Context: an optimization exercise on an open-source flow, tuned for a short achievable clock period and few clock cycles. The choices shown serve that exercise and are no tape-out recipe.
RTL that was checked went through simulation tests only; none was proved equivalent to the original.
No activity file was given, so power comes from the tool's default toggle rates.

==> raven: inputs <==
## y86cpu
module y86cpu(
    input   wire                clk,
    input   wire                rst,
    input   wire[47:0]      rom_data_i,
    input   wire[31:0]         mem_data_i,
    output  wire                mem_read_o,
    output  wire                mem_write_o,
    output  wire[31:0]         mem_addr_o,
    output  wire[31:0]         mem_data_o,
    output  wire[31:0]         rom_addr_o,
    output  wire                halted_o
);
==> flow/config.mk <==
export PLATFORM = sky130hd
export DESIGN_NAME = y86cpu
export DESIGN_NICKNAME = y86cpu
export VERILOG_FILES = /design/flow/design.v
export SDC_FILE = /design/flow/constraint.sdc
export NUM_CORES = 4
export LEC_CHECK = 0
export CAP_MARGIN = 20
export CORE_MARGIN = 2
export CORE_UTILIZATION = 40
export SETUP_SLACK_MARGIN = 3.5
export SLEW_MARGIN = 20
export TNS_END_PERCENT = 100
==> flow/constraint.sdc <==
create_clock -name core_clock -period 7.0 [get_ports {clk}]
set_input_delay 1.4000 -clock core_clock [delete_from_list [all_inputs] [get_ports {clk}]]
set_output_delay 1.4000 -clock core_clock [all_outputs]
set_load 0.01 [all_outputs]
run.sh (not shown) runs the stock make flow with config.mk's settings and CLKGATE_MAP_FILE= SYNTH_SCRIPT=/design/flow/synth_recipe.tcl, a recipe that flattens the netlist after the stock synthesis.
==> yarrow: changes against raven <==
- CORE_UTILIZATION: 40 -> 55
- PLACE_DENSITY: unset -> 0.72
==> summary of the runs <==
Between yarrow and raven, the lower clock skew is in raven (gap 32 ps).
Critical path depth is the same in raven and yarrow.
In synthesized area, yarrow and raven do not differ.
Of raven and yarrow, raven has the higher maximum frequency (gap about 2.4%, measured against yarrow).
Synthesized cell count is the same in raven and yarrow.
Against raven, the via count of yarrow is higher by about 3.2%.
In yarrow the combinational power is lower than in raven, by about 2%.
Against yarrow, the total power of raven is larger by 2.0%.
==> figures <==
Outcome: yarrow complete, no violations; raven complete, no violations
Setup slack of the most critical reg-to-reg path: yarrow 3290 ps; raven 3370 ps
Setup slack of the critical path after layout: yarrow 3287 ps; raven 3374 ps
Die ar.: yarrow 108000 um2; raven 147900 um2
RR Startpoint: yarrow E_aluA[17]; raven E_aluB[16]
Total setup buffers inserted after CTS: yarrow 52; raven 49
Routed metal-1 wire length: yarrow 91440 um; raven 101700 um
X dimension of the die: yarrow 328.6 um; raven 384.6 um
Met1 Usage GRT: yarrow 60.38%; raven 45.83%
Detailed route wirelength on metal2: yarrow 102000 um; raven 105900 um
Final-stage net count: yarrow 6130; raven 6191
Sw frac: yarrow 32.53%; raven 31.95%
Post-cts sizing count: yarrow 303; raven 364
Worst hold path endpoint: yarrow M_pred[14]; raven M_pred[26]
Final area over synthesized area: yarrow 1.1677x; raven 1.1967x
Met3 WL post-DR: yarrow 45480 um; raven 34000 um
Worst setup path start: yarrow E_aluA[17]; raven E_aluB[16]
Function was not checked in any run of this note: the RTL went through the layout flow alone.

* * *

==> job 7465 <==
Another version of the RTL of y86cpu (not shown whole).
make LEC_CHECK=0 CAP_MARGIN=20 CORE_MARGIN=2 CORE_UTILIZATION=40 SETUP_SLACK_MARGIN=3.5 SLEW_MARGIN=20 SYNTH_HIERARCHICAL=1 SYNTH_MINIMUM_KEEP_SIZE=0 TNS_END_PERCENT=100 finish   # period 7.0 ns
==> inputs of job 2243, as changes to job 7465 <==
--- a/flow/design.v
+++ b/flow/design.v
@@ -10,12 +10,13 @@
     output  wire[31:0]         rom_addr_o,
     output  wire                halted_o
 );
     reg [31:0]  F_pc;                
     reg [31:0]  N_p5;                
     reg         BR;                  
+    reg         BRn_o;
     reg [2:0]   ras_ptr;
     reg [31:0]  ras [0:7];
     reg [7:0]   ras_v;
     reg         P_call;
     reg [2:0]   P_idx;
     reg         zf, lt;              
@@ -112,13 +113,13 @@
     wire        z_add = &(~(e_xor ^ {e_or[30:0], 1'b0}));
     wire        z_eq  = ~|e_xor;
     wire        z_and = ~|e_and;
     wire        n_zf  = (E_fsum & z_add) | ((E_fdiff | E_fxor) & z_eq) | (E_fand & z_and);
     wire        lt_add = (E_aluA[31] == E_aluB[31]) ? E_aluB[31] : ~e_add33[32];
     wire        lt_sub = (E_aluA[31] != E_aluB[31]) ? E_aluB[31] : ~e_sub33[32];
-    wire        n_lt  = (E_fsum & lt_add) | (E_fdiff & lt_sub) | e_log[31];
+    wire        n_lt  = (E_fsum & lt_add) | (E_fdiff & lt_sub) | ((E_fand | E_fxor) & e_valE[31]);
     wire M_isRet   = M_icode == 4'H9;
     wire M_isStore = (M_icode == 4'H4) | (M_icode == 4'HA) | (M_icode == 4'H8);
     wire M_isRead  = (M_icode == 4'H5) | (M_icode == 4'HB) | M_isRet;
     assign mem_read_o  = M_rd;
     assign mem_write_o = M_wr & ~redir;
     assign mem_addr_o  = M_addr;
@@ -159,30 +160,30 @@
     wire [31:0] d_adrB  = efwd(hitEB, E_fsum, E_fdiff, e_add, e_sub, e_log, oldB);
     wire D_store  = (D_icode == 4'H4) | (D_icode == 4'HA);
     wire luA      = E_load & (E_dstM == D_srcA) & ~D_srcA[3];
     wire luB      = E_load & (E_dstM == D_srcB) & ~D_srcB[3];
     wire stall    = Dv & Ev & ((luA & ~D_store) | luB);
     wire lateA    = Ev & luA & D_store;
-    wire [31:0] f_pc = F_pc;
-    assign rom_addr_o = F_pc;
+    wire [31:0] f_pc = ({32{brmis}} & E_valA) | ({32{~brmis}} & F_pc);
+    assign rom_addr_o = ({32{~BRn_o}} & E_valA) | ({32{BRn_o}} & F_pc);
     wire [3:0]  f_icode = rom_data_i[47:44];
     wire [3:0]  f_ifun  = rom_data_i[43:40];
     wire [3:0]  f_rA    = rom_data_i[39:36];
     wire [3:0]  f_rB    = rom_data_i[35:32];
     wire [31:0] f_valC_j = {rom_data_i[15:8], rom_data_i[23:16], rom_data_i[31:24], rom_data_i[39:32]};
     wire [31:0] f_valC_r = {rom_data_i[7:0], rom_data_i[15:8], rom_data_i[23:16], rom_data_i[31:24]};
     wire        f_isJC   = (f_icode == 4'H7) | (f_icode == 4'H8);
     wire [31:0] f_valC   = f_isJC ? f_valC_j : f_valC_r;
-    wire [32:0] pF1 = ks_add(F_pc, 32'd1, 1'b0);
-    wire [32:0] pF2 = ks_add(F_pc, 32'd2, 1'b0);
-    wire [32:0] pF5 = ks_add(F_pc, 32'd5, 1'b0);
-    wire [32:0] pF6 = ks_add(F_pc, 32'd6, 1'b0);
-    wire [31:0] f_pc1 = pF1[31:0];
-    wire [31:0] f_pc2 = pF2[31:0];
-    wire [31:0] f_pc5 = pF5[31:0];
-    wire [31:0] f_pc6 = pF6[31:0];
+    wire [32:0] pF1 = ks_add(F_pc, 32'd1, 1'b0),   pE1 = ks_add(E_valA, 32'd1, 1'b0);
+    wire [32:0] pF2 = ks_add(F_pc, 32'd2, 1'b0),   pE2 = ks_add(E_valA, 32'd2, 1'b0);
+    wire [32:0] pF5 = ks_add(F_pc, 32'd5, 1'b0),   pE5 = ks_add(E_valA, 32'd5, 1'b0);
+    wire [32:0] pF6 = ks_add(F_pc, 32'd6, 1'b0),   pE6 = ks_add(E_valA, 32'd6, 1'b0);
+    wire [31:0] f_pc1 = ({32{brmis}} & pE1[31:0]) | ({32{~brmis}} & pF1[31:0]);
+    wire [31:0] f_pc2 = ({32{brmis}} & pE2[31:0]) | ({32{~brmis}} & pF2[31:0]);
+    wire [31:0] f_pc5 = ({32{brmis}} & pE5[31:0]) | ({32{~brmis}} & pF5[31:0]);
+    wire [31:0] f_pc6 = ({32{brmis}} & pE6[31:0]) | ({32{~brmis}} & pF6[31:0]);
     wire f_len2 = (f_icode == 4'H2) | (f_icode == 4'H6) | (f_icode == 4'HA) | (f_icode == 4'HB);
     wire f_len6 = (f_icode == 4'H3) | (f_icode == 4'H4) | (f_icode == 4'H5);
     wire f_len5 = (f_icode == 4'H7) | (f_icode == 4'H8);
     wire f_len1 = ~f_len2 & ~f_len6 & ~f_len5;
     wire D_isOP     = D_icode == 4'H6;
     wire cc_settled = ~(Dv & D_isOP) & ~(Ev & E_setcc);
@@ -205,13 +206,13 @@
             default: ;
         endcase
     end
     wire        E_mov    = E_rr | (E_icode == 4'H3);
     wire [31:0] pushval  = E_aluA;
     wire        pushknow = Dv & (D_icode == 4'HA) & hitEA & E_mov;
-    wire [2:0]  ras_base = ras_ptr;
+    wire [2:0]  ras_base = brmis ? E_ptr : ras_ptr;
     wire [2:0]  ras_up   = ras_base + 3'd1;
     wire [2:0]  ras_dn   = ras_base - 3'd1;
     wire [31:0] ras_top  = (P_call & (P_idx == ras_base)) ? N_p5 :
                            (ras_v[ras_base] ? ras[ras_base] : 32'd0);
     wire [31:0] ret_pred = pushknow ? pushval : ras_top;
     reg  [2:0]  f_ptr;
@@ -235,29 +236,25 @@
             ras_v   <= 8'd0;
         end else if (P_call) begin
             ras_v[P_idx] <= 1'b1;
         end
         if (P_call)
             ras[P_idx] <= N_p5;
-        P_call <= ~rst & ~redir & ~brmis & ~stall & (f_icode == 4'H8);
+        P_call <= ~rst & ~redir & ~stall & (f_icode == 4'H8);
         P_idx  <= ras_up;
         if (rst) begin
             F_pc    <= 32'd0;
             ras_ptr <= 3'd0;
         end else begin
             if (redir)
                 F_pc <= redir_pc;
-            else if (brmis)
-                F_pc <= E_valA;
             else if (~stall)
                 F_pc <= f_seq;
         end
         if (~rst & redir) begin
             ras_ptr <= redir_ptr;
-        end else if (~rst & brmis) begin
-            ras_ptr <= E_ptr;
         end else if (~rst & ~stall) begin
             N_p5    <= f_pc5;
             ras_ptr <= f_ptr;
         end
     end
     always @(posedge clk) begin
@@ -281,13 +278,13 @@
             halted <= halted | halt_now;
         end
         redir_ptr <= M_ptr;
         redir_pc  <= mem_data_i;
     end
     always @(posedge clk) begin
-        if (rst | halted | redir | brmis) begin
+        if (rst | halted | redir) begin
             D_valid <= 1'b0;
         end else if (~stall) begin
             D_valid <= 1'b1;
             D_icode <= f_icode;
             D_ifun  <= f_ifun;
             D_srcA  <= f_srcA;
@@ -304,22 +301,17 @@
     wire d_brq = ~rst & Dv & ~stall & ~brmis & ~(Ev & E_halt) &
                  (D_icode == 4'H7) & D_unres;
     wire b00 = d_brq & (cond_eval(D_ifun, 1'b0, 1'b0) != D_ptaken);
     wire b01 = d_brq & (cond_eval(D_ifun, 1'b0, 1'b1) != D_ptaken);
     wire b10 = d_brq & (cond_eval(D_ifun, 1'b1, 1'b0) != D_ptaken);
     wire b11 = d_brq & (cond_eval(D_ifun, 1'b1, 1'b1) != D_ptaken);
-    wire       sgn_eq = E_aluA[31] == E_aluB[31];
-    wire       l_ca   = cc_sel & E_fsum  & ~sgn_eq;
-    wire       l_cs   = cc_sel & E_fdiff &  sgn_eq;
-    wire       l_k    = cc_sel ? ((E_fsum | E_fdiff) ? E_aluB[31] : e_log[31]) : lt;
-    wire       br_nx, brn_nx;
-    br_dec u_br(.ca(e_add33[32]), .cs(e_sub33[32]), .zn(n_zf), .l_ca(l_ca), .l_cs(l_cs),
-                .l_k(l_k), .z_new(cc_sel), .z_old(zf),
-                .b00(b00), .b01(b01), .b10(b10), .b11(b11), .br(br_nx), .brn(brn_nx));
+    wire b_z0 = c_lt ? b01 : b00;
+    wire b_z1 = c_lt ? b11 : b10;
     always @(posedge clk) begin
-        BR    <= br_nx;
+        BR    <= c_zf ? b_z1 : b_z0;
+        BRn_o <= c_zf ? ~b_z1 : ~b_z0;
     end
     always @(posedge clk) begin
         E_valid <= ~rst & Dv & ~stall & ~brmis;
         E_icode <= D_icode;
         E_ifun  <= D_ifun;
         E_aluA  <= d_aluA;
@@ -415,28 +407,6 @@
             gg = gn;
             pp = pn;
         end
         c = gg;
     end
 endmodule
-module br_dec(
-    input   wire            ca,
-    input   wire            cs,
-    input   wire            zn,
-    input   wire            l_ca,
-    input   wire            l_cs,
-    input   wire            l_k,
-    input   wire            z_new,
-    input   wire            z_old,
-    input   wire            b00,
-    input   wire            b01,
-    input   wire            b10,
-    input   wire            b11,
-    output  wire            br,
-    output  wire            brn
-);
-    wire l = l_ca ? ~ca : (l_cs ? ~cs : l_k);
-    wire z = z_new ? zn : z_old;
-    wire r = z ? (l ? b11 : b10) : (l ? b01 : b00);
-    assign br  = r;
-    assign brn = ~r;
-endmodule
==> inputs of job 7636, as changes to job 7465 <==
--- a/flow/design.v
+++ b/flow/design.v
@@ -99,17 +99,12 @@
     ks32 u_adr(.a(E_adrB), .b(E_adrC), .cin(1'b0), .s(e_adr33));
     wire [31:0] e_addr  = e_adr33[31:0];
     wire [31:0] e_and = E_aluB & E_aluA;
     wire [31:0] e_xor = E_aluB ^ E_aluA;
     wire [31:0] e_log  = ({32{E_fand}}  & e_and) | ({32{E_fxor}}  & e_xor);
     wire [31:0] e_valE = ({32{E_fsum}}  & e_add) | ({32{E_fdiff}} & e_sub) | e_log;
-    function [31:0] efwd(input sel, input fsum, input fdiff, input [31:0] add,
-                         input [31:0] sub, input [31:0] log, input [31:0] other);
-        efwd = ({32{sel & fsum}} & add) | ({32{sel & fdiff}} & sub) |
-               ({32{sel}} & log) | ({32{~sel}} & other);
-    endfunction
     wire [3:0]  e_dstE = (E_rr & ~e_cnd) ? 4'HF : E_dstE;
     wire [31:0] e_or  = E_aluB | E_aluA;
     wire        z_add = &(~(e_xor ^ {e_or[30:0], 1'b0}));
     wire        z_eq  = ~|e_xor;
     wire        z_and = ~|e_and;
     wire        n_zf  = (E_fsum & z_add) | ((E_fdiff | E_fxor) & z_eq) | (E_fand & z_and);
@@ -147,19 +142,21 @@
             4'H9, 4'HB:      constA = 32'd4;
             default:            constA = D_valC;
         endcase
     end
     wire        D_alt   = (D_icode == 4'H7) & ~D_ptaken;
     wire        eA_sel  = hitEA & ~D_pc;
-    wire [31:0] d_valA2 = efwd(eA_sel, E_fsum, E_fdiff, e_add, e_sub, e_log,
-                               D_alt ? D_valC : (D_pc ? N_p5 : oldA));
-    wire [31:0] d_aluA  = efwd(D_useA & hitEA, E_fsum, E_fdiff, e_add, e_sub, e_log,
-                               D_useA ? oldA : constA);
-    wire [31:0] d_aluB  = efwd(~D_noB & hitEB, E_fsum, E_fdiff, e_add, e_sub, e_log,
-                               D_noB ? 32'd0 : oldB);
-    wire [31:0] d_adrB  = efwd(hitEB, E_fsum, E_fdiff, e_add, e_sub, e_log, oldB);
+    wire [31:0] d_valA2, d_aluA, d_aluB, d_adrB;
+    efwd_mux u_fvA(.sel(eA_sel), .fsum(E_fsum), .fdiff(E_fdiff), .add(e_add), .sub(e_sub),
+                   .log(e_log), .other(D_alt ? D_valC : (D_pc ? N_p5 : oldA)), .y(d_valA2));
+    efwd_mux u_faA(.sel(D_useA & hitEA), .fsum(E_fsum), .fdiff(E_fdiff), .add(e_add), .sub(e_sub),
+                   .log(e_log), .other(D_useA ? oldA : constA), .y(d_aluA));
+    efwd_mux u_faB(.sel(~D_noB & hitEB), .fsum(E_fsum), .fdiff(E_fdiff), .add(e_add), .sub(e_sub),
+                   .log(e_log), .other(D_noB ? 32'd0 : oldB), .y(d_aluB));
+    efwd_mux u_fdB(.sel(hitEB), .fsum(E_fsum), .fdiff(E_fdiff), .add(e_add), .sub(e_sub),
+                   .log(e_log), .other(oldB), .y(d_adrB));
     wire D_store  = (D_icode == 4'H4) | (D_icode == 4'HA);
     wire luA      = E_load & (E_dstM == D_srcA) & ~D_srcA[3];
     wire luB      = E_load & (E_dstM == D_srcB) & ~D_srcB[3];
     wire stall    = Dv & Ev & ((luA & ~D_store) | luB);
     wire lateA    = Ev & luA & D_store;
     wire [31:0] f_pc = F_pc;
@@ -437,6 +434,19 @@
     wire l = l_ca ? ~ca : (l_cs ? ~cs : l_k);
     wire z = z_new ? zn : z_old;
     wire r = z ? (l ? b11 : b10) : (l ? b01 : b00);
     assign br  = r;
     assign brn = ~r;
 endmodule
+module efwd_mux(
+    input   wire            sel,
+    input   wire            fsum,
+    input   wire            fdiff,
+    input   wire [31:0]     add,
+    input   wire [31:0]     sub,
+    input   wire [31:0]     log,
+    input   wire [31:0]     other,
+    output  wire [31:0]     y
+);
+    assign y = ({32{sel & fsum}} & add) | ({32{sel & fdiff}} & sub) |
+               ({32{sel}} & log) | ({32{~sel}} & other);
+endmodule
--- a/flow/config.mk
+++ b/flow/config.mk
@@ -5,11 +5,11 @@
 export SDC_FILE = /design/flow/constraint.sdc
 export NUM_CORES = 4
 export LEC_CHECK = 0
 export CAP_MARGIN = 20
 export CORE_MARGIN = 2
 export CORE_UTILIZATION = 40
-export SETUP_SLACK_MARGIN = 3.5
+export SETUP_SLACK_MARGIN = 4.5
 export SLEW_MARGIN = 20
 export SYNTH_HIERARCHICAL = 1
 export SYNTH_MINIMUM_KEEP_SIZE = 0
 export TNS_END_PERCENT = 100
==> run summary <==
- Of job 7465 and job 2243, job 2243 has the higher power (gap about 4.4%, measured against job 2243).
- Job 2243 ran to the end with no violations. Job 7465 ran to the end with no violations. Job 7636 passed the timing, design-rule and antenna checks.
- The highest count of clock-buffer cells in the layout belongs to job 7636, the lowest to job 2243.
- In job 2243 the flip-flop and latch count is lower than in job 7465, by 2.
- In sequential power, job 2243 and job 7636 hardly differ.
Testbench counts of job 7465, summed over its fixed seeds: cycles 57,815.
Testbench counts of job 2243, summed over its fixed seeds: cycles 56,719.
Testbench counts of job 7636, summed over its fixed seeds: cycles 57,815.

-- afterwards: timing with drivers on the ports --
The flow's constraints put no driver on any port. The routed layouts listed below were extracted and timed again, unchanged, in two steps. Step 1: set_driving_cell puts a clkbuf_16 on clk and a buf_2 on each other input, an assumption about the parent block. Step 2 times the ports against the registers' clock, not the clock port: input delays grow and output delays shrink by t, the midpoint of the rising clock arrivals with the driver on. Three values: no drivers, after step 1, after step 2; two values: the first two.
run | shift t [ns] | setup slack, ns | pins driven straight from the clock port
raven | 0.845 | 3.374 / 3.317 / 2.699 | 1
yarrow | 0.799 | 3.287 / 3.287 / 2.619 | 1
job 7465 | 0.855 | 3.456 / 3.451 / 2.635 | 1
job 2243 | 0.854 | 3.360 / 3.275 / 2.608 | 1
job 7636 | 0.881 | 3.918 / 3.918 / 3.407 | 1
After both steps setup and hold are still met in every run listed. The setup slack of job 7465, which loses most, moves by -0.005 ns with the drivers and by -0.821 ns with both steps.
